Source: an optimization exercise on an open RTL-to-GDS flow (aim: small area, a short achievable clock period and few clock cycles). Production flows keep margins and buffers that such runs may drop.
Only simulation tests tie the RTL to the original design; equivalence was not proved.

## run.sh

```bash
#!/bin/bash
# synth_recipe.tcl (not shown) runs the flow's synth.tcl, then flattens the netlist and writes it again
# the make line also repeats each setting of config.mk as NAME=value (left out here)
make -C /OpenROAD-flow-scripts/flow DESIGN_CONFIG=/design/flow/config.mk WORK_HOME=/design/flow/orfs CLKGATE_MAP_FILE= SYNTH_SCRIPT=/design/flow/synth_recipe.tcl finish
```

## constraint.sdc

```tcl
create_clock -name core_clock -period 9.0 [get_ports {clk}]
set_input_delay 1.8000 -clock core_clock [delete_from_list [all_inputs] [get_ports {clk}]]
set_output_delay 1.8000 -clock core_clock [all_outputs]
set_load 0.01 [all_outputs]
```

## design.v

```verilog
module muldiv
(
    input  logic        clk,
    input  logic        rst,
    input  logic        start,
    input  logic [2:0]  funct3,
    input  logic [31:0] rs1,
    input  logic [31:0] rs2,
    output logic        ready,
    output logic        done,
    output logic [31:0] result
);
logic st_idle, st_mul, st_dneg, st_norm, st_div, st_corr, st_fix, st_done;
logic [64:0] X;
logic [32:0] Y;        
logic        dneg;     
logic [4:0]  cnt;
logic        o_hi;     
logic        o_corr;   
logic        o_rem;    
logic        o_neg;    
wire        p_sgn  = ~funct3[0];                           
wire        p_dneg = funct3[2] & p_sgn & rs2[31];
always_ff @(posedge clk) begin
    if (funct3[2])
        Y <= {1'b0, rs2 ^ {32{p_dneg}}};
    else
        Y <= {((funct3 == 3'b001) | (funct3 == 3'b010)) & rs1[31], rs1};
    dneg <= p_dneg;
end
logic sel_ah, sel_ar, sel_y1, sel_y2, sel_bh, sel_bl, sel_bm, inv, cin;
logic sel_c1, sel_c2, cneg;
wire [36:0] ysx = {{4{Y[32]}}, Y};
wire [36:0] aop = ({37{sel_ah}} & {{4{X[64]}}, X[64:32]})
                | ({37{sel_ar}} & {{3{X[64]}}, X[64:31]});
wire [36:0] bop = ({37{sel_y1}} & ysx)
                | ({37{sel_y2}} & {ysx[35:0], 1'b0})
                | ({37{sel_bh}} & {5'b00000, X[63:32]})
                | ({37{sel_bl}} & {5'b00000, X[31:0]})
                | ({37{sel_bm}} & {5'b00000, X[59:28]});
wire [34:0] cm    = ({35{sel_c1}} & ysx[34:0])
                  | ({35{sel_c2}} & {ysx[33:0], 1'b0});
wire [36:0] cop   = {cm ^ {35{cneg}}, {2{cneg}}};
wire [36:0] bx    = bop ^ {37{inv}};
wire [36:0] csum  = aop ^ bx ^ cop;
wire [36:0] ccar  = {(aop[35:0] & bx[35:0]) | (aop[35:0] & cop[35:0]) | (bx[35:0] & cop[35:0]), cneg};
wire [37:0] S38   = {csum, 1'b1} + {ccar, cin};
wire [36:0] S     = S38[37:1];
wire        sneg  = S[36];
function automatic logic [3:0] niblen(input logic [31:0] x);
    niblen = 4'd0;
    for (int i = 0; i < 8; i++)
        if (x[4*i +: 4] != 4'd0) niblen = 4'(i + 1);
endfunction
wire       dz    = (Y[31:0] == 32'd0) & ~dneg;
wire       early = sneg | dz;                  
wire [3:0] na    = niblen(X[63:32]);
wire [3:0] nd    = niblen(Y[31:0]);
logic [2:0] nnm1;
always_comb begin
    if (dz || na <= nd)      nnm1 = 3'd0;
    else if (na >= nd + 4'd7) nnm1 = 3'd7;
    else                     nnm1 = 3'(na - nd);
end
wire [63:0] xn = {32'd0, X[63:32]} << {~nnm1, 2'b00};    
wire last   = (cnt == 5'd0);
wire n_idle = (st_idle & ~start) | st_done;
wire n_mul  = (st_idle & start & ~funct3[2]) | (st_mul & ~last);
wire n_dneg = st_idle & start & funct3[2] & p_sgn & rs1[31];
wire n_norm = (st_idle & start & funct3[2] & ~(p_sgn & rs1[31])) | st_dneg;
wire n_div  = (st_norm & ~early) | (st_div & ~last);
wire n_corr = st_div & last & o_rem & sneg;
wire n_fix  = (st_mul & last & o_hi)
            | (st_norm & early)
            | (st_div & last & (o_rem ? ~sneg : o_neg))
            | st_corr;
wire n_done = (st_mul & last & ~o_hi)
            | (st_div & last & ~o_rem & ~o_neg)
            | st_fix;
wire n_sub  = st_norm | ~sneg;
logic nf_ah, nf_by, nf_bh, nf_bl, nf_bm, nf_inv, nf_cin;
always_comb begin
    if (st_mul) begin
        nf_ah = 1'b1; nf_by = o_corr; nf_bh = 1'b0; nf_bl = 1'b0; nf_bm = 1'b0; nf_inv = 1'b0; nf_cin = 1'b0;
    end else if (st_norm) begin
        nf_ah = 1'b0; nf_by = 1'b0; nf_bh = 1'b0; nf_bl = 1'b0; nf_bm = o_rem;
        nf_inv = o_rem ? o_neg : dz;
        nf_cin = o_rem & o_neg;
    end else begin
        nf_ah = 1'b0; nf_by = 1'b0; nf_bh = o_rem; nf_bl = ~o_rem; nf_bm = 1'b0; nf_inv = o_neg; nf_cin = o_neg;
    end
end
wire [3:0] nx  = st_idle ? rs2[3:0] : X[7:4];
wire       npv = st_idle ? 1'b0 : X[3];
wire nb_one = nx[0] ^ npv;
wire nb_two = (nx[1] & ~nx[0] & ~npv) | (~nx[1] & nx[0] & npv);
wire nb_neg = nx[1] & ~(nx[0] & npv);
wire nc_one = nx[2] ^ nx[1];
wire nc_two = (nx[3] & ~nx[2] & ~nx[1]) | (~nx[3] & nx[2] & nx[1]);
wire nc_neg = nx[3] & ~(nx[2] & nx[1]);
always_ff @(posedge clk) begin
    if (st_idle)
        X[64:32] <= {1'b0, rs1 & {32{funct3[2]}}};
    else if (st_mul)
        X[64:32] <= S[36:4];
    else if (st_norm)
        X[64:32] <= {1'b0, xn[63:32]};
    else  
        X[64:32] <= {S[32] & ~st_dneg, S[31:0]};
    if (st_idle)
        X[31:0] <= rs2;
    else if (st_mul)
        X[31:0] <= {S[3:0], X[31:4]};
    else if (st_norm)
        X[31:0] <= xn[31:0];
    else if (st_fix | st_dneg)
        X[31:0] <= S[31:0];
    else  
        X[31:0] <= {X[30:0], ~sneg};
    cnt <= st_norm ? {nnm1, 2'b11} : (st_idle ? 5'd7 : cnt - 5'd1);
    if (st_idle) begin
        o_hi   <= (funct3 != 3'b000);
        o_corr <= funct3[1] & rs2[31];
        o_rem  <= funct3[1];
        o_neg  <= funct3[1] ? (p_sgn & rs1[31]) : (p_sgn & (rs1[31] ^ rs2[31]));
    end
    sel_ah <= n_mul | n_norm | n_corr | (n_fix & nf_ah);
    sel_ar <= n_div;
    sel_y1 <= (n_mul & nb_one) | n_div | n_norm | n_corr | (n_fix & nf_by);
    sel_y2 <= n_mul & nb_two;
    sel_bh <= n_dneg | (n_fix & nf_bh);
    sel_bl <= n_fix & nf_bl;
    sel_bm <= n_fix & nf_bm;
    inv    <= (n_mul & nb_neg) | (n_div & n_sub) | n_norm | n_dneg | (n_fix & nf_inv);
    cin    <= (n_mul & nb_neg) | (n_div & (n_sub ^ p_dneg)) | (n_norm & ~p_dneg)
            | (n_corr & p_dneg) | n_dneg | (n_fix & nf_cin);
    sel_c1 <= n_mul & nc_one;
    sel_c2 <= n_mul & nc_two;
    cneg   <= n_mul & nc_neg;
    if (rst) begin
        {st_idle, st_mul, st_dneg, st_norm, st_div, st_corr, st_fix, st_done} <= 8'b10000000;
    end else begin
        {st_idle, st_mul, st_dneg, st_norm, st_div, st_corr, st_fix, st_done}
            <= {n_idle, n_mul, n_dneg, n_norm, n_div, n_corr, n_fix, n_done};
    end
end
assign ready  = st_idle;
assign done   = st_done;
assign result = X[31:0];
endmodule
```

## config.mk

```make
export PLATFORM = sky130hd
export DESIGN_NAME = muldiv
export DESIGN_NICKNAME = muldiv
export VERILOG_FILES = /design/flow/design.v
export SDC_FILE = /design/flow/constraint.sdc
export NUM_CORES = 4
export LEC_CHECK = 0
export ABC_CLOCK_PERIOD_IN_PS = 4000
export CAP_MARGIN = 20
export CORE_MARGIN = 2
export CORE_UTILIZATION = 40
export SETUP_SLACK_MARGIN = 4.0
export SLEW_MARGIN = 20
```

==> flow_metrics.tcl, run 1 <==
set metrics [dict create \
    wl_met2_mm 26.56 \
    finalSetupViolCount 0 \
    highest_layer "met4" \
    rows 66 \
    dieArea_um2 34630 \
    antenna_found_initial 2 \
    cap_violations 0 \
    synth_nets 1880 \
    rsz0062_at_grt "true" \
    synth_seq_cells 128 \
    slew_headroom_pct 24.45 \
    path_clk_slew_ns 0.07 \
    hold_class "flip-flop to flip-flop" \
    reg2reg_slack_ns 4.04 \
    start_util_pct 40.66 \
    drc_errors 0 \
    htree_levels 4 \
    setup_ws_ns 4.038 \
    hold_violations 0 \
    wl_per_cell_um 28.27 \
    ys_types 83 \
    die_h_um 186.1 \
    worstPathMaxFanout 32 \
    wl_met3_mm 7.170 \
    dp_slack_ns 3.642 \
    status "timing/DRC/antenna clean" \
    final_layout_size_suffix_gt1_share_pct 8.668 \
    antenna_cells 0 \
    first_pass_iters 10 \
    synthToLayoutAreaGrowth_pct 14.23 \
    cts_tree "built" \
    fmax_ghz 0.2015 \
    netlist_instances 1723 \
    period_minus_slack_ns 4.962 \
    coreArea_um2 32620 \
    port_buffers 103 \
    cts-root-buf "clkbuf_16" \
    synth-simple-area-share_pct 15.72 \
    regMostFlops "X" \
    grtUsageTotal_pct 35.21 \
    synth_top_family_by_area "compound AO/OA/AOI/OAI gates" \
    ys_warn_count 1 \
    wl_met1_mm 24.24 \
    n_fill_cell 3285 \
    dr.first_iter.drc_count 2665 \
    min_period_over_period_pct 55.13 \
    place_congestion 1.041 \
    hold_buffers 0 \
    globalRouteOverflowTotal 0 \
    endpoint_kind "flip-flop" \
    synthArstFlopShare_pct 0 \
    tightest_slew_ns 1.132 \
    finClkSkew_ns 0.01382 \
    cts_sinks 128 \
    grt_pass1_wl_mm 89.87 \
    ios 104 \
    dpl.hpwl_mm 44.09 \
    drtAntennaViolNets 0 \
    largest_registers "X (65), Y (33), cnt (5)" \
    final_nets 1863 \
    cp.arrival_ns 5.30 \
    synth_compound_area_share_pct 32.70 \
    synthMuxAreaShare_pct 4.018 \
    synth_adder_area_share_pct 10.30 \
    netlist_area_um2 13260 \
    cts_made_buffers 17 \
    syn_area_per_cell_um2 7.698 \
    startpoint_type "flip-flop" \
    yosys_most_used_dff "dfxtp_1" \
    insertion_delay_ns 0.46 \
    clk_path_buf_depth 2 \
    largest_reg_flops 65 \
    synth_edf_count 4 \
    grt_pass1_vias 13780 \
    slew_viol_final 0 \
    grt_max_degree 53 \
    vias 14740 \
    fin_tns_setup_ns 0 \
    synth_seq_area_share_pct 19.62 \
    die_w_um 186.1 \
    required_ns 9.34 \
    via_per_inst 6.821 \
    synth-xor-area-share_pct 8.782 \
    crit_type "flip-flop to flip-flop" \
    wl_mm 61.10 \
]
-- per-layer routing --
metal  vias to the layer above  track usage, %
li1                       6326               -
met1                      7093           47.24
met2                      1090           54.07
met3                       231           7.376
met4                         0           16.41
met5                         -               0
-- critical path: stages (launching register included) --
cell and delay (ns):
dfxtp_1 0.30, buf_4 0.26, a22o_1 0.29, a221oi_1 0.36, xnor2_1 0.19, fa_1 0.44, ha_1 0.37, a21o_1 0.22
a21oi_1 0.37, a21o_1 0.46, a311oi_1 0.21, or3_1 0.38, and2_2 0.31, a221o_1 0.35, a311o_1 0.35
-- cell families after synthesis --
group	Yosys count
AND/OR/NAND/NOR	433
flip-flops	128
adder cells (fa/ha/maj)	87
multiplexers	51
XOR/XNOR	133
buffers and inverters	268
AO/OA/AOI/OAI	623
-- worst paths after layout --
path,to,cells past startpoint,start
setup / recovery,sel_y1,14,sel_bm
hold / removal,cnt[0],1,cnt[0]
setup reg to reg,sel_y1,14,sel_bm
hold reg to reg,cnt[0],1,cnt[0]
-- area by class of cell --
class | instances | area (µm²) | share of cell area [%]
Clock buffer | 19 | 464.2 | 3.064
Clock inverter | 13 | 172.7 | 1.140
Inverter | 88 | 330.3 | 2.180
Multi-Input combinational cell | 1328 | 9693 | 63.98
Sequential cell | 128 | 2611 | 17.24
Tap cell | 442 | 553.0 | 3.650
Timing Repair Buffer | 143 | 1326 | 8.754
-- synthesized netlist by cell type, types with 9 or more instances --
cell        n  share of area, %
a221o_1    14               1.1
buf_2      13              0.49
or4_1       9              0.51
buf_4      34               1.9
a31oi_1    16              0.75
a222oi_1   31               2.3
xnor2_1    77               5.1
nand3_1    32               1.2
nand2b_1   14              0.66
ha_1       50               4.7
nand4_1    16              0.75
o221ai_1    9              0.59
dfxtp_1   124                19
o21ai_1    11              0.42
inv_1      85               2.4
o22ai_1    21              0.99
a22o_1     14              0.92
buf_1      14              0.40
o211ai_1    9              0.51
fa_1       37               5.6
a21oi_1   137               5.2
xor2_1     56               3.7
o21a_1     15              0.85
clkbuf_1  116               3.3
nand2_1   161               4.6
nor2_1     95               2.7
or3_1      12              0.57
nor3_1     32               1.2
a21o_1     36               2.0
nor2b_1    11              0.52
a221oi_1   30               2.0
mux2i_1    42               3.2
a22oi_1   106               6.0
a211oi_1   17              0.96
o21ai_0    83               3.1
-- placed cells by master, fill, tap and decap left out, types with 8 or more instances in the layout --
cell type        Yosys  final
or3_1               12     12
inv_1               85     85
o211ai_1             9      9
ha_1                50     47
a221oi_1            30     28
a21oi_1            137    136
o22ai_1             21     21
nand3_1             32     32
o21a_1              15     14
a221o_1             14     14
a222oi_1            31     31
or4_1                9      9
a22oi_1            106    106
o21bai_1             8      8
nand2_1            161    161
dfxtp_1            124    117
a21o_1              36     36
a211oi_1            17     16
xnor2_1             77     76
o221ai_1             9      8
o21ai_0             83     81
fa_1                37     37
buf_4               34     40
mux2i_1             42     38
o21ai_1             11     13
and3_1               8      8
nor2b_1             11     11
clkdlybuf4s50_1      0    102
mux2_2               8      8
a22o_1              14     14
nor2_1              95     91
nand2b_1            14     14
clkbuf_16            0     18
or2_2                8      8
nor3_1              32     28
o31ai_1              8      8
a31oi_1             16     15
nand4_1             16     16
xor2_1              56     56
-- what timing repair did --
item                                    in CTS  in global routing
pin swaps                                    1                  1
setup buffers                                1                  0
cloned                                       0                  1
endpoints found under the setup margin      18                 45
resized for setup                            9                 23
-- stage by stage --
| stage | hold WS, ns | instance area [µm²] | utilization, % | instances |
|---|---|---|---|---|
| final | 0.4035 | 15150 | 46.45 | 2161 |
| after global routing | 0.4348 | 15150 | 46.45 | 2161 |
| after CTS | 0.4034 | 15020 | 46.05 | 2160 |
| after detailed placement | 0.3879 | 14340 | 43.96 | 2127 |
| after global placement | 0.3847 | 14340 | 43.96 | 2127 |
| after floorplan | 0.3711 | 13260 | - | 1723 |
Testbench counts, summed over its fixed seeds: cycles 33,109.
==> run 2, diff against run 1 <==
--- a/design.v
+++ b/design.v
@@ -55,3 +55,2 @@
 wire       dz    = (Y[31:0] == 32'd0) & ~dneg;
-wire       early = sneg | dz;                  
 wire [3:0] na    = niblen(X[63:32]);
@@ -65,29 +64,7 @@
 wire [63:0] xn = {32'd0, X[63:32]} << {~nnm1, 2'b00};    
-wire last   = (cnt == 5'd0);
-wire n_idle = (st_idle & ~start) | st_done;
-wire n_mul  = (st_idle & start & ~funct3[2]) | (st_mul & ~last);
-wire n_dneg = st_idle & start & funct3[2] & p_sgn & rs1[31];
-wire n_norm = (st_idle & start & funct3[2] & ~(p_sgn & rs1[31])) | st_dneg;
-wire n_div  = (st_norm & ~early) | (st_div & ~last);
-wire n_corr = st_div & last & o_rem & sneg;
-wire n_fix  = (st_mul & last & o_hi)
-            | (st_norm & early)
-            | (st_div & last & (o_rem ? ~sneg : o_neg))
-            | st_corr;
-wire n_done = (st_mul & last & ~o_hi)
-            | (st_div & last & ~o_rem & ~o_neg)
-            | st_fix;
-wire n_sub  = st_norm | ~sneg;
-logic nf_ah, nf_by, nf_bh, nf_bl, nf_bm, nf_inv, nf_cin;
-always_comb begin
-    if (st_mul) begin
-        nf_ah = 1'b1; nf_by = o_corr; nf_bh = 1'b0; nf_bl = 1'b0; nf_bm = 1'b0; nf_inv = 1'b0; nf_cin = 1'b0;
-    end else if (st_norm) begin
-        nf_ah = 1'b0; nf_by = 1'b0; nf_bh = 1'b0; nf_bl = 1'b0; nf_bm = o_rem;
-        nf_inv = o_rem ? o_neg : dz;
-        nf_cin = o_rem & o_neg;
-    end else begin
-        nf_ah = 1'b0; nf_by = 1'b0; nf_bh = o_rem; nf_bl = ~o_rem; nf_bm = 1'b0; nf_inv = o_neg; nf_cin = o_neg;
-    end
-end
+wire last = (cnt == 5'd0);
+wire [19:0] nxt0, nxt1;
+muldiv_next nx0 (.sg(1'b0), .nxt(nxt0), .*);
+muldiv_next nx1 (.sg(1'b1), .nxt(nxt1), .*);
+wire [19:0] nxt = sneg ? nxt1 : nxt0;
 wire [3:0] nx  = st_idle ? rs2[3:0] : X[7:4];
@@ -126,15 +103,3 @@
     end
-    sel_ah <= n_mul | n_norm | n_corr | (n_fix & nf_ah);
-    sel_ar <= n_div;
-    sel_y1 <= (n_mul & nb_one) | n_div | n_norm | n_corr | (n_fix & nf_by);
-    sel_y2 <= n_mul & nb_two;
-    sel_bh <= n_dneg | (n_fix & nf_bh);
-    sel_bl <= n_fix & nf_bl;
-    sel_bm <= n_fix & nf_bm;
-    inv    <= (n_mul & nb_neg) | (n_div & n_sub) | n_norm | n_dneg | (n_fix & nf_inv);
-    cin    <= (n_mul & nb_neg) | (n_div & (n_sub ^ p_dneg)) | (n_norm & ~p_dneg)
-            | (n_corr & p_dneg) | n_dneg | (n_fix & nf_cin);
-    sel_c1 <= n_mul & nc_one;
-    sel_c2 <= n_mul & nc_two;
-    cneg   <= n_mul & nc_neg;
+    {sel_ah, sel_ar, sel_y1, sel_y2, sel_bh, sel_bl, sel_bm, inv, cin, sel_c1, sel_c2, cneg} <= nxt[19:8];
     if (rst) begin
@@ -143,3 +108,3 @@
         {st_idle, st_mul, st_dneg, st_norm, st_div, st_corr, st_fix, st_done}
-            <= {n_idle, n_mul, n_dneg, n_norm, n_div, n_corr, n_fix, n_done};
+            <= nxt[7:0];
     end
@@ -150 +115,55 @@
 endmodule
+module muldiv_next
+(
+    input  logic        sg,
+    input  logic        st_idle, st_mul, st_dneg, st_norm, st_div, st_corr, st_fix, st_done,
+    input  logic        start,
+    input  logic [2:0]  funct3,
+    input  logic [31:0] rs1,
+    input  logic        p_sgn, p_dneg,
+    input  logic        last, dz,
+    input  logic        o_hi, o_corr, o_rem, o_neg,
+    input  logic        nb_one, nb_two, nb_neg, nc_one, nc_two, nc_neg,
+    output logic [19:0] nxt
+);
+wire early  = sg | dz;                  
+wire n_idle = (st_idle & ~start) | st_done;
+wire n_mul  = (st_idle & start & ~funct3[2]) | (st_mul & ~last);
+wire n_dneg = st_idle & start & funct3[2] & p_sgn & rs1[31];
+wire n_norm = (st_idle & start & funct3[2] & ~(p_sgn & rs1[31])) | st_dneg;
+wire n_div  = (st_norm & ~early) | (st_div & ~last);
+wire n_corr = st_div & last & o_rem & sg;
+wire n_fix  = (st_mul & last & o_hi)
+            | (st_norm & early)
+            | (st_div & last & (o_rem ? ~sg : o_neg))
+            | st_corr;
+wire n_done = (st_mul & last & ~o_hi)
+            | (st_div & last & ~o_rem & ~o_neg);
+wire n_sub  = st_norm | ~sg;
+logic nf_ah, nf_by, nf_bh, nf_bl, nf_bm, nf_inv, nf_cin;
+always_comb begin
+    if (st_mul) begin
+        nf_ah = 1'b1; nf_by = o_corr; nf_bh = 1'b0; nf_bl = 1'b0; nf_bm = 1'b0; nf_inv = 1'b0; nf_cin = 1'b0;
+    end else if (st_norm) begin
+        nf_ah = 1'b0; nf_by = 1'b0; nf_bh = 1'b0; nf_bl = 1'b0; nf_bm = o_rem;
+        nf_inv = o_rem ? o_neg : dz;
+        nf_cin = o_rem & o_neg;
+    end else begin
+        nf_ah = 1'b0; nf_by = 1'b0; nf_bh = o_rem; nf_bl = ~o_rem; nf_bm = 1'b0; nf_inv = o_neg; nf_cin = o_neg;
+    end
+end
+assign nxt[19] = n_mul | n_norm | n_corr | (n_fix & nf_ah);                           
+assign nxt[18] = n_div;                                                               
+assign nxt[17] = (n_mul & nb_one) | n_div | n_norm | n_corr | (n_fix & nf_by);        
+assign nxt[16] = n_mul & nb_two;                                                      
+assign nxt[15] = n_dneg | (n_fix & nf_bh);                                            
+assign nxt[14] = n_fix & nf_bl;                                                       
+assign nxt[13] = n_fix & nf_bm;                                                       
+assign nxt[12] = (n_mul & nb_neg) | (n_div & n_sub) | n_norm | n_dneg | (n_fix & nf_inv);  
+assign nxt[11] = (n_mul & nb_neg) | (n_div & (n_sub ^ p_dneg)) | (n_norm & ~p_dneg)
+               | (n_corr & p_dneg) | n_dneg | (n_fix & nf_cin);                       
+assign nxt[10]  = n_mul & nc_one;                                                      
+assign nxt[9]  = n_mul & nc_two;                                                      
+assign nxt[8]  = n_mul & nc_neg;                                                      
+assign nxt[7:0] = {n_idle, n_mul, n_dneg, n_norm, n_div, n_corr, n_fix, n_done | st_fix};
+endmodule
==> flow_metrics.tcl, run 2 <==
set metrics [dict create \
    synthTopCellsByArea "dfxtp_1 20%, xnor2_1 8.1%, a22oi_1 6.3%, fa_1 5.9%, a21oi_1 5.1%" \
    synthToLayoutAreaGrowth_pct 14.82 \
    dr.first_iter.drc_count 2037 \
    largest_registers "X (65), Y (33), cnt (5)" \
    r2r_start "Y[15]" \
    grt_max_degree 77 \
    antenna_found_initial 0 \
    wl_per_cell_um 26.67 \
    worstPathMaxFanout 43 \
    cts-root-buf "clkbuf_16" \
    synthArstFlopShare_pct 0 \
    ios 104 \
    slew_headroom_pct 20.32 \
    cts_tree "built" \
    tightest_slew_ns 1.191 \
    cts_sinks 128 \
    final_cell_count_no_fill 2008 \
    r2r_end "X[47]" \
    place_congestion 1.005 \
    setup_ws_ns 4.141 \
    htree_levels 4 \
    use_met1_pct 44.42 \
    die_w_um 180.6 \
    cts_made_buffers 17 \
    grtUsageTotal_pct 31.80 \
    fmax_ghz 0.2058 \
    crit_type "flip-flop to flip-flop" \
    syn_area_per_cell_um2 7.742 \
    synth_nets 1769 \
    synth_common_cells "166 x nand2_1, 128 x a21oi_1, 124 x dfxtp_1, 115 x xnor2_1, 110 x clkbuf_1" \
    final_nets 1756 \
    grt_pass1_vias 12320 \
    vias 13130 \
    cp.arrival_ns 5.20 \
    hold_violations 0 \
    reg2reg_slack_ns 4.14 \
    ys_types 77 \
    dp.cells 1973 \
    yosys_most_used_dff "dfxtp_1" \
    die_h_um 180.6 \
    dieArea_um2 32630 \
    period_minus_slack_ns 4.859 \
    hold_class "flip-flop to flip-flop" \
    fin_tns_setup_ns 0 \
    synth.most_common_cell "nand2_1" \
    synth_seq_cells 128 \
    globalRouteOverflowTotal 0 \
    finClkSkew_ns 0.01443 \
    coreArea_um2 30670 \
    synth_edf_count 4 \
    cap_violations 0 \
    largest_reg_flops 65 \
    start_util_pct 40.69 \
    clk_path_buf_depth 2 \
    final_layout_size_suffix_gt1_share_pct 8.002 \
    layout_commonest_cell "nand2_1" \
    holdPathStages 1 \
    required_ns 9.34 \
    min_period_over_period_pct 53.99 \
    startpoint_type "flip-flop" \
    slew_viol_final 0 \
    layout_common_cells "163 x nand2_1, 123 x a21oi_1, 118 x dfxtp_1" \
    drtAntennaViolNets 0 \
    path_clk_slew_ns 0.06 \
    grt_use_met3_pct 5.376 \
    finalSetupViolCount 0 \
    port_buffers 103 \
    min_from "cnt[0]" \
    hold_buffers 0 \
    dpl.hpwl_mm 38.17 \
    insertion_delay_ns 0.45 \
    synth_seq_area_share_pct 20.85 \
    dp_slack_ns 3.417 \
    ys_warn_count 2 \
    grt_pass1_wl_mm 79.34 \
    antenna_cells 0 \
    netlist_area_um2 12480 \
    endpoint_kind "flip-flop" \
    grtUsageMet2_pct 48.55 \
    first_pass_iters 10 \
    drc_errors 0 \
    rows 64 \
    status "timing/DRC/antenna clean" \
    via_per_inst 6.541 \
    rsz0062_at_grt "true" \
    netlist_instances 1612 \
    regMostFlops "X" \
    top_usage_layer "met2" \
    synth_top_area_share_pct 19.89 \
    wl_mm 53.55 \
    yosysTopAreaCell "dfxtp_1" \
    hold_end "cnt[0]" \
    r2r_cells 16 \
]
-- run 2: cell count changes in the layout (fill, tap and decap cells not counted), sizes merged, moves of 9 or more --
cell / before / now
a31oi: 17 / 8
xnor2: 77 / 115
nor2: 95 / 104
o21ai: 94 / 108
buf: 41 / 29
nand3: 34 / 21
xor2: 56 / 26
nor3: 32 / 19
a21oi: 138 / 129
-- run 2: worst max-delay path by stage --
stage	start	endpoint	slack (ns)	cells past startpoint
after floorplan	cneg	sel_ah	4.39	18
after global placement	Y[23]	X[13]	3.49	14
after detailed placement	cneg	sel_ah	3.42	16
after CTS	sel_y1	sel_ah	3.99	17
after global routing	sel_y1	sel_ah	3.99	17
final	Y[15]	X[47]	4.14	16
-- run 2: what timing repair did --
action | 4_1_cts | 5_1_grt
setup endpoints to repair | 59 | 52
hold endpoints to repair | 0 | 0
setup buffers | 0 | 3
gates resized for setup | 29 | 35
pin swaps | 1 | 7
-- run 2: layer usage --
metal	part of all wire [%]	up-vias	routed length, µm
met5	0	-	0
met4	4.0	0	2148
met3	9.8	144	5270
met2	44	859	23340
met1	43	6280	22790
li1	-	5851	-
-- run 2: worst max-delay path, cell delays in order, from the launching register on --
cell	delay [ns]
dfxtp_1	0.36
nor4_2	0.68
nand2_1	0.11
a21boi_0	0.18
nand2b_1	0.14
nand2_1	0.11
ha_1	0.35
ha_1	0.30
a21oi_1	0.18
o21ai_0	0.22
o211ai_4	0.21
clkbuf_8	0.40
mux2i_1	0.60
o21ai_0	0.31
a21oi_1	0.21
nor2_1	0.05
a221o_1	0.28
-- run 2: final cells by class --
cell class / count / area, µm²
tap: 396 / 495.5
clock buffer: 19 / 432.9
clock inverter: 13 / 162.7
inverter: 92 / 345.3
fill: 3051 / 16340
sequential: 128 / 2615
multi-input combinational: 1228 / 9012
timing repair buffer: 132 / 1265
-- run 2: kinds of logic after synthesis --
group | after synthesis | share of synthesized area (%)
buf+inv | 256 | 9.043
fa+ha+maj | 87 | 10.95
flops | 128 | 20.85
xor+xnor | 141 | 10.11
compound gates | 566 | 31.27
mux | 49 | 4.000
simple gates | 385 | 13.78
-- run 2: stage by stage --
step | hold WS, ns | utilization (%) | cell area [µm²]
floorplan | 0.3711 | - | 12480
global placement | 0.3836 | 43.79 | 13430
detailed placement | 0.3918 | 43.79 | 13430
CTS | 0.4055 | 46.19 | 14160
global route | 0.4379 | 46.72 | 14330
finish | 0.4052 | 46.72 | 14330
Testbench counts of run 2, summed over its fixed seeds: cycles 33,109.
==> run 3, diff against run 2 <==
--- a/config.mk
+++ b/config.mk
@@ -11,3 +11,3 @@
 export CORE_UTILIZATION = 40
-export SETUP_SLACK_MARGIN = 4.0
+export SETUP_SLACK_MARGIN = 4.5
 export SLEW_MARGIN = 20
==> flow_metrics.tcl, run 3 <==
set metrics [dict create \
    cts-root-buf "clkbuf_16" \
    n_fill_cell 2978 \
    min_period_over_period_pct 51.09 \
    cap_violations 0 \
    place_congestion 0.9923 \
    port_buffers 103 \
    final_layout_size_suffix_gt1_share_pct 15.42 \
    hold_violations 0 \
    synth_common_cells "166 x nand2_1, 128 x a21oi_1, 124 x dfxtp_1, 115 x xnor2_1, 110 x clkbuf_1" \
    ys_types 77 \
    netlist_area_um2 12480 \
    crit_type "flip-flop to flip-flop" \
    synth_nets 1769 \
    via_per_inst 6.682 \
    drc_errors 0 \
    crit_family "compound AO/OA/AOI/OAI gates" \
    cpPeakStageDelay_ns 0.54 \
    finClkSkew_ns 0.01683 \
    crit_path_frequent_cell "buf_6" \
    dpl.hpwl_mm 39.37 \
    cts_sinks 128 \
    netlist_instances 1612 \
    crit_path_cell_trace "buf_12 > a222oi_1 > nand2_1 > xnor2_2 > fa_1 > inv_2 > ha_4 > a211o_1 > a41o_4 > o211ai_4 > a211oi_4 > buf_6 > a21oi_4 > buf_4 > buf_6 > buf_6 > nor4_4 > nor4_4 > xnor2_2 > a221oi_2 > a221oi_2" \
    fmax_ghz 0.2175 \
    worst-path-buf-inv 6 \
    tightest_slew_ns 1.409 \
    cts_tree "built" \
    slew_viol_final 0 \
    clk_path_buf_depth 2 \
    largest_reg_flops 65 \
    grtUsageTotal_pct 33.15 \
    synth_top_area_share_pct 19.89 \
    ios 104 \
    required_ns 9.28 \
    cp_slowest_cell "fa_1" \
    grt_pass1_wl_mm 82.43 \
    period_minus_slack_ns 4.598 \
    cp.arrival_ns 4.88 \
    yosysTopAreaCell "dfxtp_1" \
    grt_max_degree 77 \
    regMostFlops "X" \
    final_util_pct 50.59 \
    antenna_found_initial 0 \
    synth_edf_count 4 \
    largest_registers "X (65), Y (33), cnt (5)" \
    globalRouteOverflowTotal 0 \
    layout_common_cells "160 x nand2_1, 119 x a21oi_1, 111 x dfxtp_1" \
    first_pass_iters 9 \
    top_usage_layer "met2" \
    cts_made_buffers 17 \
    slew_headroom_pct 5.694 \
    endpoint_kind "flip-flop" \
    final_nets 1804 \
    yosys_most_used_dff "dfxtp_1" \
    layout_commonest_cell "nand2_1" \
    syn_area_per_cell_um2 7.742 \
    status "timing/DRC/antenna clean" \
    synth_seq_cells 128 \
    finalSetupViolCount 0 \
    ys_warn_count 2 \
    use_met1_pct 45.57 \
    rsz0062_at_grt "true" \
    rows 64 \
    wl_mm 56.46 \
    wl_per_cell_um 27.46 \
    start_util_pct 40.69 \
    synth.most_common_cell "nand2_1" \
    synthArstFlopShare_pct 0 \
    htree_levels 4 \
    insertion_delay_ns 0.45 \
    coreArea_um2 30670 \
    synth_seq_area_share_pct 20.85 \
    grt_pass1_vias 12810 \
    path_clk_slew_ns 0.06 \
    grtUsageMet2_pct 51.30 \
    dr.first_iter.drc_count 2181 \
    drtAntennaViolNets 0 \
    dieArea_um2 32630 \
    worstPathMaxFanout 8 \
    hold_class "flip-flop to flip-flop" \
    die_w_um 180.6 \
    vias 13740 \
    antenna_cells 0 \
    grt_use_met3_pct 6.973 \
    synthToLayoutAreaGrowth_pct 24.33 \
    die_h_um 180.6 \
    fin_tns_setup_ns 0 \
    startpoint_type "flip-flop" \
    synthTopCellsByArea "dfxtp_1 20%, xnor2_1 8.1%, a22oi_1 6.3%, fa_1 5.9%, a21oi_1 5.1%" \
]
## run 3: cell counts after synthesis
No cell type changed its count.
## run 3: cell families (layout without fill, tap and decap cells)
family	after synthesis	in the layout	share of synthesized area, %
compound gates	566	566	31.27
xor+xnor	141	141	10.11
fa+ha+maj	87	87	10.95
buf+inv	256	303	9.043
flops	128	128	20.85
mux	49	49	4.000
simple gates	385	386	13.78
## run 3: final timing paths
| check | slack, ns | start | depth (start not counted) | end |
|---|---|---|---|---|
| setup / recovery | 4.40 | sel_y1 | 21 | X[30] |
| hold / removal | 0.40 | cnt[0] | 1 | cnt[0] |
| setup reg to reg | 4.40 | sel_y1 | 21 | X[30] |
| hold reg to reg | 0.40 | cnt[0] | 1 | cnt[0] |
## run 3: repair_timing
| action | in CTS | in global routing |
|---|---|---|
| hold buffers | 0 | 0 |
| cloned | 2 | 3 |
| gates resized for setup | 90 | 113 |
| pin swaps | 20 | 42 |
| buffers inserted | 19 | 26 |
| endpoints found under the setup margin | 77 | 73 |
## run 3: worst register-to-register path: stages, from the launching register on
cell and delay, ns:
dfxtp_4 0.39, buf_12 0.16, a222oi_1 0.33, nand2_1 0.15, xnor2_2 0.17, fa_1 0.54
inv_2 0.05, ha_4 0.21, a211o_1 0.31, a41o_4 0.28, o211ai_4 0.24, a211oi_4 0.09
buf_6 0.15, a21oi_4 0.19, buf_4 0.16, buf_6 0.08, buf_6 0.08, nor4_4 0.04
nor4_4 0.25, xnor2_2 0.18, a221oi_2 0.33, a221oi_2 0.06
## run 3: cell type report
cell class,instances,area (µm²),share of cell area (%)
Clock buffer,20,456.7,2.943
Clock inverter,12,157.7,1.016
Inverter,92,345.3,2.226
Multi-Input combinational cell,1229,9691,62.45
Sequential cell,128,2631,16.96
Tap cell,396,495.5,3.193
Timing Repair Buffer,179,1739,11.21
## run 3: layer usage
| metal | wire length (µm) | share of wire, % |
|---|---|---|
| met1 | 23190 | 41 |
| met2 | 24830 | 44 |
| met3 | 5954 | 11 |
| met4 | 2489 | 4.4 |
| met5 | 0 | 0 |
## run 3: metrics by stage
stage	hold slack [ns]	instance area (µm²)	worst slack, ns	instances
after floorplan	0.3711	12510	4.510	1612
after global placement	0.3853	13460	3.312	1974
after detailed placement	0.3940	13460	3.258	1974
after CTS	0.4070	14710	4.470	2027
after global routing	0.4439	15520	4.249	2056
final	0.4018	15520	4.402	2056
==> run 4, diff against run 3 <==
--- a/config.mk
+++ b/config.mk
@@ -10,4 +10,4 @@
 export CORE_MARGIN = 2
-export CORE_UTILIZATION = 40
-export SETUP_SLACK_MARGIN = 4.5
+export CORE_UTILIZATION = 60
+export SETUP_SLACK_MARGIN = 4.0
 export SLEW_MARGIN = 20
==> flow_metrics.tcl, run 4 <==
set metrics [dict create \
    synth_edf_count 4 \
    holdPathStages 1 \
    synth_common_cells "166 x nand2_1, 128 x a21oi_1, 124 x dfxtp_1, 115 x xnor2_1, 110 x clkbuf_1" \
    crit_path_cell_trace "buf_4 > a22oi_1 > xnor2_1 > fa_1 > inv_1 > ha_2 > nand2_1 > nor3_2 > o211ai_2 > a211oi_4 > a21oi_4 > o41a_1 > o21ai_4 > xor2_4 > mux2i_4 > o2111ai_1" \
    finClkSkew_ns 0.01189 \
    min_period_over_period_pct 54.29 \
    required_ns 9.28 \
    hold_class "flip-flop to flip-flop" \
    min_from "cnt[0]" \
    postPlaceCellArea_um2 13260 \
    cts_tree "built" \
    synth.most_common_cell "nand2_1" \
    vias 13700 \
    reg2reg_slack_ns 4.11 \
    cts-root-buf "clkbuf_16" \
    startpoint "sel_c1" \
    htree_levels 4 \
    wl_per_cell_um 27.32 \
    grt_pass1_wl_mm 77.02 \
    dpl.hpwl_mm 35.85 \
    synthToLayoutAreaGrowth_pct 13.23 \
    first_pass_iters 8 \
    synth_nets 1769 \
    dr.first_iter.drc_count 2395 \
    startpoint_type "flip-flop" \
    start_util_pct 61.48 \
    coreArea_um2 20300 \
    synth_adder_area_share_pct 10.95 \
    ys_types 77 \
    n_fill_cell 1715 \
    rsz0062_at_grt "true" \
    layout_common_cells "163 x nand2_1, 125 x a21oi_1, 118 x dfxtp_1" \
    slew_viol_final 0 \
    period_minus_slack_ns 4.886 \
    status "timing/DRC/antenna clean" \
    insertion_delay_ns 0.44 \
    r2r_cells 16 \
    fin_area_um2 14130 \
    drc_errors 0 \
    grt_pass1_vias 12710 \
    r2r_start "sel_c1" \
    clk_path_buf_depth 2 \
    antenna_found_initial 0 \
    die_w_um 148.2 \
    cp.arrival_ns 5.17 \
    cpPeakStageDelay_ns 0.56 \
    wl_mm 51.40 \
    synthTopCellsByArea "dfxtp_1 20%, xnor2_1 8.1%, a22oi_1 6.3%, fa_1 5.9%, a21oi_1 5.1%" \
    netlist_instances 1612 \
    slew_headroom_pct 30.67 \
    cts_made_buffers 17 \
    ys_warn_count 2 \
    ios 104 \
    syn_area_per_cell_um2 7.742 \
    synthArstFlopShare_pct 0 \
    synth_top_family_by_area "compound AO/OA/AOI/OAI gates" \
    die_h_um 148.2 \
    cts_sinks 128 \
    synth-xor-area-share_pct 10.11 \
    hold_buffers 0 \
    crit_type "flip-flop to flip-flop" \
    synth-simple-area-share_pct 13.78 \
    globalRouteOverflowTotal 0 \
    port_buffers 103 \
    largest_registers "X (65), Y (33), cnt (5)" \
    final_layout_size_suffix_gt1_share_pct 7.511 \
    endpoint_kind "flip-flop" \
    yosys_most_used_dff "dfxtp_1" \
    worstPathMaxFanout 34 \
    fmax_ghz 0.2047 \
    hold_violations 0 \
    via_per_inst 7.283 \
    synth_seq_area_share_pct 20.85 \
    layout_commonest_cell "nand2_1" \
    regMostFlops "X" \
    final_nets 1755 \
    antenna_cells 0 \
    place_congestion 1.098 \
    largest_reg_flops 65 \
    yosysTopAreaCell "dfxtp_1" \
    dieArea_um2 21970 \
    synth_seq_cells 128 \
    synthMuxAreaShare_pct 4.000 \
    finalSetupViolCount 0 \
    fin_tns_setup_ns 0 \
    netlist_area_um2 12480 \
    cp_slowest_cell "fa_1" \
    r2r_end "sel_ah" \
    path_clk_slew_ns 0.07 \
    final_util_pct 69.61 \
    grtUsageTotal_pct 45.89 \
    hold_end "cnt[0]" \
    drtAntennaViolNets 0 \
    grt_max_degree 77 \
    rows 52 \
    synth_top_area_share_pct 19.89 \
    cap_violations 0 \
    synth_compound_area_share_pct 31.27 \
    tightest_slew_ns 1.036 \
]
run 4: cell counts after synthesis:
No cell type changed its count.
run 4: kinds of logic (layout without fill, tap and decap cells):
| family | count (synthesis) | count (layout) |
|---|---|---|
| AND/OR/NAND/NOR | 385 | 385 |
| XOR/XNOR | 141 | 141 |
| flip-flops | 128 | 128 |
| adder cells (fa/ha/maj) | 87 | 87 |
| buffers and inverters | 256 | 255 |
| multiplexers | 49 | 49 |
| AO/OA/AOI/OAI | 566 | 566 |
run 4: final cells by class:
| type | instances | area (µm²) | share of cell area, % |
|---|---|---|---|
| sequential | 128 | 2613 | 18.49 |
| clock buffer | 17 | 425.4 | 3.010 |
| timing repair buffer | 131 | 1260 | 8.916 |
| inverter | 92 | 346.6 | 2.453 |
| tap | 270 | 337.8 | 2.391 |
| clock inverter | 15 | 186.4 | 1.319 |
| multi-input combinational | 1228 | 8962 | 63.42 |
run 4: metrics by stage:
stage	setup WS, ns	cells	hold WS (ns)
3_5_place_dp	3.499	1845	0.3925
2_1_floorplan	4.386	1612	0.3711
5_1_grt	3.970	1881	0.4381
6_report	4.114	1881	0.4046
4_1_cts	3.969	1877	0.4081
3_3_place_gp	3.606	1845	0.3807
run 4: how the worst max path moves through the flow:
| stage | to | slack, ns | depth (start not counted) |
|---|---|---|---|
| 2_1_floorplan | sel_ah | 4.39 | 18 |
| 4_1_cts | X[22] | 3.97 | 19 |
| 3_5_place_dp | sel_ah | 3.50 | 16 |
| 5_1_grt | sel_ah | 3.97 | 17 |
| 6_report | sel_ah | 4.11 | 16 |
| 3_3_place_gp | sel_ah | 3.61 | 16 |
run 4: per-layer routing:
layer	GRT usage [%]	part of all wire [%]
met1	60.18	36
met2	68.89	42
met3	13.16	15
met4	23.57	6.6
met5	0	0
run 4: critical path: cells and delay by family (launching register included):
family                   cells  cell delay [ns]
multiplexers                 1             0.34
adder cells (fa/ha/maj)      2             1.00
flip-flops                   1             0.31
AND/OR/NAND/NOR              2             0.29
buffers and inverters        2             0.47
XOR/XNOR                     2             0.47
AO/OA/AOI/OAI                7             1.82
run 4: timing repair:
item | CTS | global route
setup buffers | 0 | 4
setup endpoints to repair | 31 | 54
pin swaps | 1 | 9
gates cloned | 0 | 0
endpoints found under the hold margin | 0 | 0
gates resized for setup | 13 | 39
==> run 5, diff against run 4 <==
==> flow/run.sh (new file) <==
#!/bin/bash
# The standard layout (standard.sh), with each port buffered by a
# sky130_fd_sc_hd__buf_1 instead of the larger cell buffer_ports picks.
# standard.sh's output goes to standard.log in this folder.
export BUFFER_PORTS_ARGS="-buffer_cell sky130_fd_sc_hd__buf_1"
bash standard.sh > standard.log 2>&1
==> standard.sh (new file) <==
#!/bin/bash
# synth_recipe.tcl (not shown) runs the flow's synth.tcl, then flattens the netlist and writes it again
# the make line also repeats each setting of config.mk as NAME=value (left out here)
make -C /OpenROAD-flow-scripts/flow DESIGN_CONFIG=/design/flow/config.mk WORK_HOME=/design/flow/orfs CLKGATE_MAP_FILE= SYNTH_SCRIPT=/design/flow/synth_recipe.tcl "${@:-finish}"
removed: run.sh
==> flow_metrics.tcl, run 5 <==
set metrics [dict create \
    largest_reg_flops 65 \
    synth_top_area_share_pct 19.89 \
    fin_tns_setup_ns 0 \
    grtUsageTotal_pct 45.89 \
    wl_met2_mm 21.59 \
    cp_slowest_cell "fa_1" \
    grt_pass1_vias 12560 \
    synthTopCellsByArea "dfxtp_1 20%, xnor2_1 8.1%, a22oi_1 6.3%, fa_1 5.9%, a21oi_1 5.1%" \
    yosysTopAreaCell "dfxtp_1" \
    grt_pass1_wl_mm 76.50 \
    period_minus_slack_ns 4.897 \
    finClkSkew_ns 0.02054 \
    largest_registers "X (65), Y (33), cnt (5)" \
    finalSetupViolCount 0 \
    hold_class "flip-flop to flip-flop" \
    drc_errors 0 \
    regMostFlops "X" \
    final_nets 1757 \
    min_period_over_period_pct 54.41 \
    ios 104 \
    netlist_area_um2 12480 \
    startpoint_type "flip-flop" \
    cts_sinks 128 \
    syn_area_per_cell_um2 7.742 \
    status "timing/DRC/antenna clean" \
    yosys_most_used_dff "dfxtp_1" \
    tightest_slew_ns 1.133 \
    dr.first_iter.drc_count 2523 \
    highest_layer "met4" \
    synth_common_cells "166 x nand2_1, 128 x a21oi_1, 124 x dfxtp_1, 115 x xnor2_1, 110 x clkbuf_1" \
    wl_met3_mm 7.301 \
    rsz0062_at_grt "false" \
    dieArea_um2 21970 \
    final_layout_size_suffix_gt1_share_pct 7.440 \
    port_buffers 103 \
    slew_headroom_pct 24.21 \
    drtAntennaViolNets 0 \
    ys_warn_count 2 \
    synth_seq_area_share_pct 20.85 \
    fin_area_um2 13490 \
    synth_edf_count 4 \
    netlist_instances 1612 \
    hold_violations 0 \
    start_util_pct 61.48 \
    insertion_delay_ns 0.45 \
    cts_tree "built" \
    via_per_inst 7.181 \
    path_clk_slew_ns 0.07 \
    rows 52 \
    cap_violations 0 \
    wl_mm 51.53 \
    synthToLayoutAreaGrowth_pct 8.091 \
    wl_met1_mm 19.61 \
    grt_max_degree 81 \
    required_ns 9.27 \
    cts-root-buf "clkbuf_16" \
    postPlaceCellArea_um2 12640 \
    cts_made_buffers 17 \
    synthArstFlopShare_pct 0 \
    crit_path_cell_trace "buf_4 > a22oi_1 > xnor2_1 > fa_1 > inv_1 > ha_1 > nand2_1 > nor3_2 > o211ai_2 > a211oi_4 > a21oi_4 > o41a_1 > o21ai_4 > xor2_4 > mux2i_4 > o2111ai_1" \
    synth_seq_cells 128 \
    die_w_um 148.2 \
    layout_common_cells "164 x nand2_1, 125 x a21oi_1, 118 x dfxtp_1" \
    wl_per_cell_um 27.35 \
    synth.most_common_cell "nand2_1" \
    coreArea_um2 20300 \
    die_h_um 148.2 \
    slew_viol_final 0 \
    fmax_ghz 0.2042 \
    vias 13530 \
    clk_path_buf_depth 2 \
    dpl.hpwl_mm 35.85 \
    htree_levels 4 \
    layout_commonest_cell "nand2_1" \
    cp.arrival_ns 5.17 \
    synth_nets 1769 \
    place_congestion 1.050 \
    endpoint_kind "flip-flop" \
    globalRouteOverflowTotal 0 \
    crit_type "flip-flop to flip-flop" \
    cpPeakStageDelay_ns 0.54 \
    worstPathMaxFanout 34 \
    first_pass_iters 10 \
    ys_types 77 \
    antenna_found_initial 0 \
]
run 5: cell counts after synthesis:
No cell type changed its count.
run 5: path summary, 6_finish.rpt:
path / endpoint / startpoint / cells after the start / slack [ns]
setup / recovery: sel_ah / sel_c1 / 16 / 4.10
hold / removal: cnt[0] / cnt[0] / 1 / 0.40
hold reg to reg: cnt[0] / cnt[0] / 1 / 0.40
setup reg to reg: sel_ah / sel_c1 / 16 / 4.10
run 5: through the flow:
step	hold WS (ns)	cells	setup WS, ns	utilization, %
floorplan	0.3711	1612	4.386	-
CTS	0.4049	1879	4.005	65.63
detailed placement	0.3893	1847	2.874	62.27
global placement	0.3812	1847	3.120	62.24
global route	0.4155	1883	3.991	66.44
finish	0.4034	1884	4.103	66.45
run 5: metal layers:
metal  GRT usage (%)  vias up
met5          0.9091        -
met4           20.86        0
met3           13.74      264
met2           69.26     1143
met1           60.51     6273
li1                -     5849
run 5: critical path: cells and delay by family, from the launching register on:
| kind | cells | cell delay (ns) |
|---|---|---|
| XOR/XNOR | 2 | 0.46 |
| AO/OA/AOI/OAI | 7 | 1.82 |
| multiplexers | 1 | 0.35 |
| flip-flops | 1 | 0.31 |
| AND/OR/NAND/NOR | 2 | 0.39 |
| adder cells (fa/ha/maj) | 2 | 0.92 |
| buffers and inverters | 2 | 0.45 |
run 5: layout make-up:
class / instances / area [µm²]
antenna: 1 / 2.502
clock buffer: 19 / 442.9
clock inverter: 13 / 138.9
fill: 1780 / 6810
inverter: 92 / 351.6
multi-input combinational: 1229 / 8970
sequential: 128 / 2613
tap: 270 / 337.8
timing repair buffer: 132 / 633.1
run 5: timing repair:
action	in CTS	in global routing
endpoints found under the setup margin	66	47
cloned	0	1
setup buffers	0	3
resized for setup	21	32
pin swaps	1	8
hold buffers	0	0
run 5: cells by family (layout without fill, tap and decap cells):
group | Yosys count | in the layout | synth area share, %
AOI/OAI and AO/OA | 566 | 566 | 31.27
adders and majority gates | 87 | 87 | 10.95
muxes | 49 | 49 | 4.000
and+or+nand+nor | 385 | 386 | 13.78
buffers and inverters | 256 | 256 | 9.043
DFF | 128 | 128 | 20.85
other | 0 | 1 | 0
xor gates and xnor gates | 141 | 141 | 10.11
==> run 6, diff against run 5 <==
--- a/config.mk
+++ b/config.mk
@@ -10,4 +10,4 @@
 export CORE_MARGIN = 2
-export CORE_UTILIZATION = 60
-export SETUP_SLACK_MARGIN = 4.0
+export CORE_UTILIZATION = 40
+export SETUP_SLACK_MARGIN = 4.5
 export SLEW_MARGIN = 20
==> flow_metrics.tcl, run 6 <==
set metrics [dict create \
    regMostFlops "X" \
    netlist_instances 1612 \
    grt_use_met3_pct 6.669 \
    crit_path_cell_trace "buf_12 > a222oi_1 > nand2_1 > xnor2_2 > fa_1 > inv_1 > ha_4 > nand4_1 > nor3_2 > o211ai_2 > a211oi_4 > a21oi_4 > o41a_1 > o21ai_4 > xor2_4 > mux2i_4 > o2111ai_1" \
    hold_end "cnt[0]" \
    dp.cells 1972 \
    insertion_delay_ns 0.46 \
    period_minus_slack_ns 4.578 \
    drtAntennaViolNets 0 \
    synth_edf_count 4 \
    wl_mm 56.20 \
    hold_class "flip-flop to flip-flop" \
    hold_buffers 0 \
    cp.arrival_ns 4.87 \
    postPlaceCellArea_um2 12820 \
    n_fill_cell 3079 \
    final_layout_size_suffix_gt1_share_pct 12.73 \
    slew_viol_final 0 \
    fin_tns_setup_ns 0 \
    cts-root-buf "clkbuf_16" \
    largest_reg_flops 65 \
    largest_registers "X (65), Y (33), cnt (5)" \
    grt_max_degree 77 \
    r2r_start "sel_y1" \
    syn_area_per_cell_um2 7.742 \
    dr.first_iter.drc_count 1868 \
    synth_seq_area_share_pct 20.85 \
    setup_ws_ns 4.422 \
    grtUsageMet2_pct 51.00 \
    status "timing/DRC/antenna clean" \
    slew_headroom_pct 26.55 \
    fin_hold_ws_ns 0.4096 \
    crit_type "flip-flop to flip-flop" \
    yosysTopAreaCell "dfxtp_1" \
    rows 64 \
    finClkSkew_ns 0.01254 \
    coreArea_um2 30670 \
    port_buffers 103 \
    fmax_ghz 0.2184 \
    min_period_over_period_pct 50.87 \
    fin_area_um2 14410 \
    htree_levels 4 \
    required_ns 9.30 \
    cts_sinks 128 \
    finalSetupViolCount 0 \
    ios 104 \
    grt_pass1_vias 12500 \
    dieArea_um2 32630 \
    top_usage_layer "met2" \
    final_cell_count_no_fill 2031 \
    hold_violations 0 \
    start_util_pct 40.69 \
    wl_per_cell_um 27.67 \
    synth_nets 1769 \
    antenna_found_initial 0 \
    cts_tree "built" \
    cp_slowest_cell "fa_1" \
    reg2reg_slack_ns 4.42 \
    min_from "cnt[0]" \
    via_per_inst 6.677 \
    final_util_pct 46.99 \
    r2r_cells 17 \
    dpl.hpwl_mm 39.14 \
    synth_seq_cells 128 \
    worstPathMaxFanout 15 \
    vias 13560 \
    cap_violations 0 \
    dp_slack_ns 2.820 \
    holdPathStages 1 \
    grt_pass1_wl_mm 81.70 \
    r2r_end "sel_ah" \
    endpoint_kind "flip-flop" \
    clk_path_buf_depth 2 \
    place_congestion 1.010 \
    rsz0062_at_grt "true" \
    first_pass_iters 10 \
    synthToLayoutAreaGrowth_pct 15.48 \
    ys_types 77 \
    die_w_um 180.6 \
    die_h_um 180.6 \
    startpoint_type "flip-flop" \
    globalRouteOverflowTotal 0 \
    use_met1_pct 45.09 \
    grtUsageTotal_pct 32.99 \
    synth_common_cells "166 x nand2_1, 128 x a21oi_1, 124 x dfxtp_1, 115 x xnor2_1, 110 x clkbuf_1" \
    netlist_area_um2 12480 \
    cpPeakStageDelay_ns 0.51 \
    synthTopCellsByArea "dfxtp_1 20%, xnor2_1 8.1%, a22oi_1 6.3%, fa_1 5.9%, a21oi_1 5.1%" \
    synth.most_common_cell "nand2_1" \
    layout_commonest_cell "nand2_1" \
    layout_common_cells "161 x nand2_1, 120 x a21oi_1, 111 x xnor2_1" \
    tightest_slew_ns 1.098 \
    yosys_most_used_dff "dfxtp_1" \
    synthArstFlopShare_pct 0 \
    ys_warn_count 2 \
    final_nets 1778 \
    drc_errors 0 \
    path_clk_slew_ns 0.07 \
    synth_top_area_share_pct 19.89 \
    cts_made_buffers 17 \
]
## run 6: cell counts after synthesis
No cell type changed its count.
## run 6: cells by family (layout without fill, tap and decap cells)
family,after synthesis,count (layout),synth area share (%)
and+or+nand+nor,385,385,13.78
DFF,128,128,20.85
buffers and inverters,256,278,9.043
muxes,49,49,4.000
other,0,1,0
AOI/OAI and AO/OA,566,566,31.27
adders and majority gates,87,87,10.95
xor gates and xnor gates,141,141,10.11
## run 6: routing by layer
layer / vias up / routed length, µm / part of all wire [%]
li1: 5888 / - / -
met1: 6586 / 22890 / 41
met2: 908 / 24970 / 44
met3: 178 / 6052 / 11
met4: 0 / 2285 / 4.1
met5: - / 0 / 0
## run 6: repair_timing
action / in CTS / in global routing
buffers inserted: 6 / 16
resized for setup: 80 / 78
gates cloned: 1 / 3
setup endpoints to repair: 77 / 71
pin swaps: 13 / 13
## run 6: layout make-up
type | instances | area, µm² | share of cell area [%]
Clock buffer | 17 | 425.4 | 2.952
Tap cell | 396 | 495.5 | 3.438
Multi-Input combinational cell | 1228 | 9437 | 65.48
Antenna cell | 1 | 2.502 | 0.01736
Clock inverter | 15 | 137.6 | 0.9550
Sequential cell | 128 | 2633 | 18.27
Inverter | 92 | 357.8 | 2.483
Timing Repair Buffer | 154 | 923.4 | 6.407
## run 6: critical path: cells and delay by family, from the launching register on
kind / cells / cell delay (ns)
AOI/OAI and AO/OA: 7 / 1.85
adders and majority gates: 2 / 0.80
and+or+nand+nor: 3 / 0.44
buffers and inverters: 2 / 0.21
xor gates and xnor gates: 2 / 0.40
DFF: 1 / 0.35
muxes: 1 / 0.33
## run 6: how the worst max path moves through the flow
stage                      start      to  cells past startpoint
final                     sel_y1  sel_ah                     17
after detailed placement    cneg  sel_ah                     16
after CTS                 sel_y1  sel_ah                     17
after floorplan           sel_y1  sel_ah                     19
after global routing      sel_y1  sel_y1                     17
after global placement      cneg  sel_ah                     16
==> run 7, diff against run 6 <==
--- a/design.v
+++ b/design.v
@@ -92,3 +92,3 @@
         X[31:0] <= xn[31:0];
-    else if (st_fix | st_dneg)
+    else if (st_fix | st_dneg | st_corr | (st_div & last & o_rem))    
         X[31:0] <= S[31:0];
@@ -137,6 +137,7 @@
             | (st_norm & early)
-            | (st_div & last & (o_rem ? ~sg : o_neg))
-            | st_corr;
+            | (st_div & last & o_neg & ~(o_rem & sg))
+            | (st_corr & o_neg);
 wire n_done = (st_mul & last & ~o_hi)
-            | (st_div & last & ~o_rem & ~o_neg);
+            | (st_div & last & ~o_neg & ~(o_rem & sg))
+            | (st_corr & ~o_neg);
 wire n_sub  = st_norm | ~sg;
==> flow_metrics.tcl, run 7 <==
set metrics [dict create \
    status "timing/DRC/antenna clean" \
    insertion_delay_ns 0.47 \
    slew_viol_final 0 \
    syn_area_per_cell_um2 7.813 \
    tightest_slew_ns 1.123 \
    die_w_um 182.3 \
    fin_hold_ws_ns 0.4089 \
    wl_per_cell_um 29.90 \
    grt_max_degree 73 \
    largest_registers "X (65), Y (33), cnt (5)" \
    globalRouteOverflowTotal 0 \
    grt_pass1_vias 13420 \
    grtUsageTotal_pct 36.96 \
    yosys_most_used_dff "dfxtp_1" \
    synth_edf_count 4 \
    synth_top_area_share_pct 19.52 \
    endpoint_kind "flip-flop" \
    hold_violations 0 \
    top_usage_layer "met2" \
    hold_class "flip-flop to flip-flop" \
    antenna_found_initial 2 \
    dpl.hpwl_mm 41.11 \
    cap_violations 0 \
    cp.arrival_ns 5.04 \
    min_period_over_period_pct 51.60 \
    layout_common_cells "160 x nand2_1, 114 x a21oi_1, 106 x xnor2_1" \
    cts-root-buf "clkbuf_16" \
    worstPathMaxFanout 8 \
    start_util_pct 40.41 \
    setup_ws_ns 4.356 \
    synthToLayoutAreaGrowth_pct 24.25 \
    coreArea_um2 31470 \
    finalSetupViolCount 0 \
    crit_type "flip-flop to flip-flop" \
    vias 14250 \
    ys_warn_count 2 \
    dieArea_um2 33240 \
    fin_tns_setup_ns 0 \
    synthTopCellsByArea "dfxtp_1 20%, xnor2_1 8.3%, a22oi_1 6.1%, fa_1 5.8%, a21oi_1 5.1%" \
    grt_use_met3_pct 9.639 \
    largest_reg_flops 65 \
    layout_commonest_cell "nand2_1" \
    synthArstFlopShare_pct 0 \
    place_congestion 1.020 \
    via_per_inst 6.769 \
    synth_nets 1784 \
    grtUsageMet2_pct 55.11 \
    slew_headroom_pct 24.98 \
    path_clk_slew_ns 0.07 \
    drtAntennaViolNets 0 \
    netlist_instances 1628 \
    rsz0062_at_grt "true" \
    regMostFlops "X" \
    final_layout_size_suffix_gt1_share_pct 21.50 \
    port_buffers 103 \
    final_nets 1845 \
    fmax_ghz 0.2154 \
    drc_errors 0 \
    die_h_um 182.3 \
    first_pass_iters 8 \
    ios 104 \
    rows 65 \
    ys_types 82 \
    dp_slack_ns 3.238 \
    htree_levels 4 \
    dr.first_iter.drc_count 2310 \
    clk_path_buf_depth 2 \
    yosysTopAreaCell "dfxtp_1" \
    finClkSkew_ns 0.01292 \
    synth_common_cells "164 x nand2_1, 130 x a21oi_1, 124 x dfxtp_1, 120 x xnor2_1, 106 x clkbuf_1" \
    synth.most_common_cell "nand2_1" \
    netlist_area_um2 12720 \
    cts_made_buffers 17 \
    use_met1_pct 49.21 \
    period_minus_slack_ns 4.644 \
    startpoint_type "flip-flop" \
    required_ns 9.39 \
    grt_pass1_wl_mm 90.74 \
    cts_tree "built" \
    synth_seq_area_share_pct 20.46 \
    wl_mm 62.94 \
    synth_seq_cells 128 \
    cts_sinks 128 \
]
## run 7: final timing paths
kind	from	end	slack (ns)	cells past startpoint
max	X[43]	X[13]	4.36	19
min reg2reg	cnt[0]	cnt[0]	0.41	1
min	cnt[0]	cnt[0]	0.41	1
max reg2reg	X[43]	X[13]	4.36	19
## run 7: timing repair
action / in CTS / in global routing
hold endpoints to repair: 0 / 0
pin swaps: 28 / 59
gates cloned: 3 / 1
gates resized for setup: 134 / 147
hold buffers: 0 / 0
setup endpoints to repair: 77 / 74
buffers inserted: 31 / 40
## run 7: per-stage QoR
step	std cells	util, %	instance area, µm²
finish	2105	50.21	15800
global route	2104	50.20	15800
CTS	2063	46.79	14730
detailed placement	1997	41.53	13070
global placement	1997	41.53	13070
floorplan	1628	-	12720
## run 7: logic make-up (layout without fill, tap and decap cells)
kind of cell | after synthesis | in the layout | synth area share (%)
other | 0 | 1 | 0
AOI/OAI and AO/OA | 570 | 570 | 31.50
muxes | 53 | 53 | 4.190
adders and majority gates | 86 | 86 | 10.64
and+or+nand+nor | 393 | 393 | 14.72
DFF | 128 | 128 | 20.46
xor gates and xnor gates | 140 | 140 | 9.640
buffers and inverters | 258 | 332 | 8.853
## run 7: worst max-delay path, stage by stage, from the launching register on
cell and delay (ns):
dfxtp_2 0.42, or4_1 0.60, o21bai_1 0.18, a21oi_1 0.18, nor2_1 0.08, o21bai_2 0.29, ha_4 0.27, nand2b_1 0.16
a21o_1 0.16, a21o_1 0.21, a211oi_4 0.43, nor2_4 0.10, buf_12 0.15, buf_12 0.12, buf_16 0.14, mux2i_2 0.20
mux2_2 0.32, o221a_2 0.27, o21bai_1 0.16, o21ai_1 0.12
## run 7: layout make-up
cell class / instances / area (µm²)
diodes: 1 / 2.502
clock inverters: 13 / 138.9
multi-input cells: 1242 / 10180
clock buffers: 19 / 442.9
inverters: 94 / 356.6
repair buffers: 206 / 1528
fillers: 3013 / 15670
flip-flops and latches: 128 / 2651
well taps: 402 / 503.0
## run 7: metal layers
layer	part of all wire [%]	up-vias	routed length [µm]
met2	42	1076	26540
li1	-	6063	-
met3	12	263	7690
met4	6.2	0	3920
met5	0	-	0
met1	39	6847	24790
Testbench counts of run 7, summed over its fixed seeds: cycles 32,841.

==> port drivers added, routing unchanged <==
The results above use ideal ports. As a check the final layouts listed here were re-extracted and re-timed, cells and wires unchanged.
Step 1 (the two cells are an assumption about what drives the block):
set clk [get_ports {clk}]
set_driving_cell -lib_cell sky130_fd_sc_hd__clkbuf_16 $clk
set_driving_cell -lib_cell sky130_fd_sc_hd__buf_2 [delete_from_list [all_inputs] $clk]
Step 2 also shifts input and output timing later by t, the mid clock arrival at the registers, as if the neighbouring blocks saw the same clock.
Slacks: no drivers / after step 1 / after step 2; pairs: no drivers / after step 1.
| run | t, ns | setup WS [ns] | cell pins on the clock port's net |
|---|---|---|---|
| run 1 | 0.504 | 4.038 / 4.038 / 4.038 | 1 |
| run 2 | 0.496 | 4.141 / 4.141 / 4.141 | 1 |
| run 3 | 0.493 | 4.402 / 4.402 / 4.248 | 1 |
| run 4 | 0.485 | 4.114 / 4.114 / 4.114 | 1 |
| run 5 | 0.485 | 4.103 / 4.103 / 4.103 | 1 |
| run 6 | 0.505 | 4.422 / 4.422 / 4.197 | 1 |
| run 7 | 0.508 | 4.356 / 4.356 / 4.347 | 1 |
After both steps setup and hold are still met in every run listed. The setup slack of run 6, which loses most, moves by 0.000 ns with the drivers and by -0.225 ns with both steps.
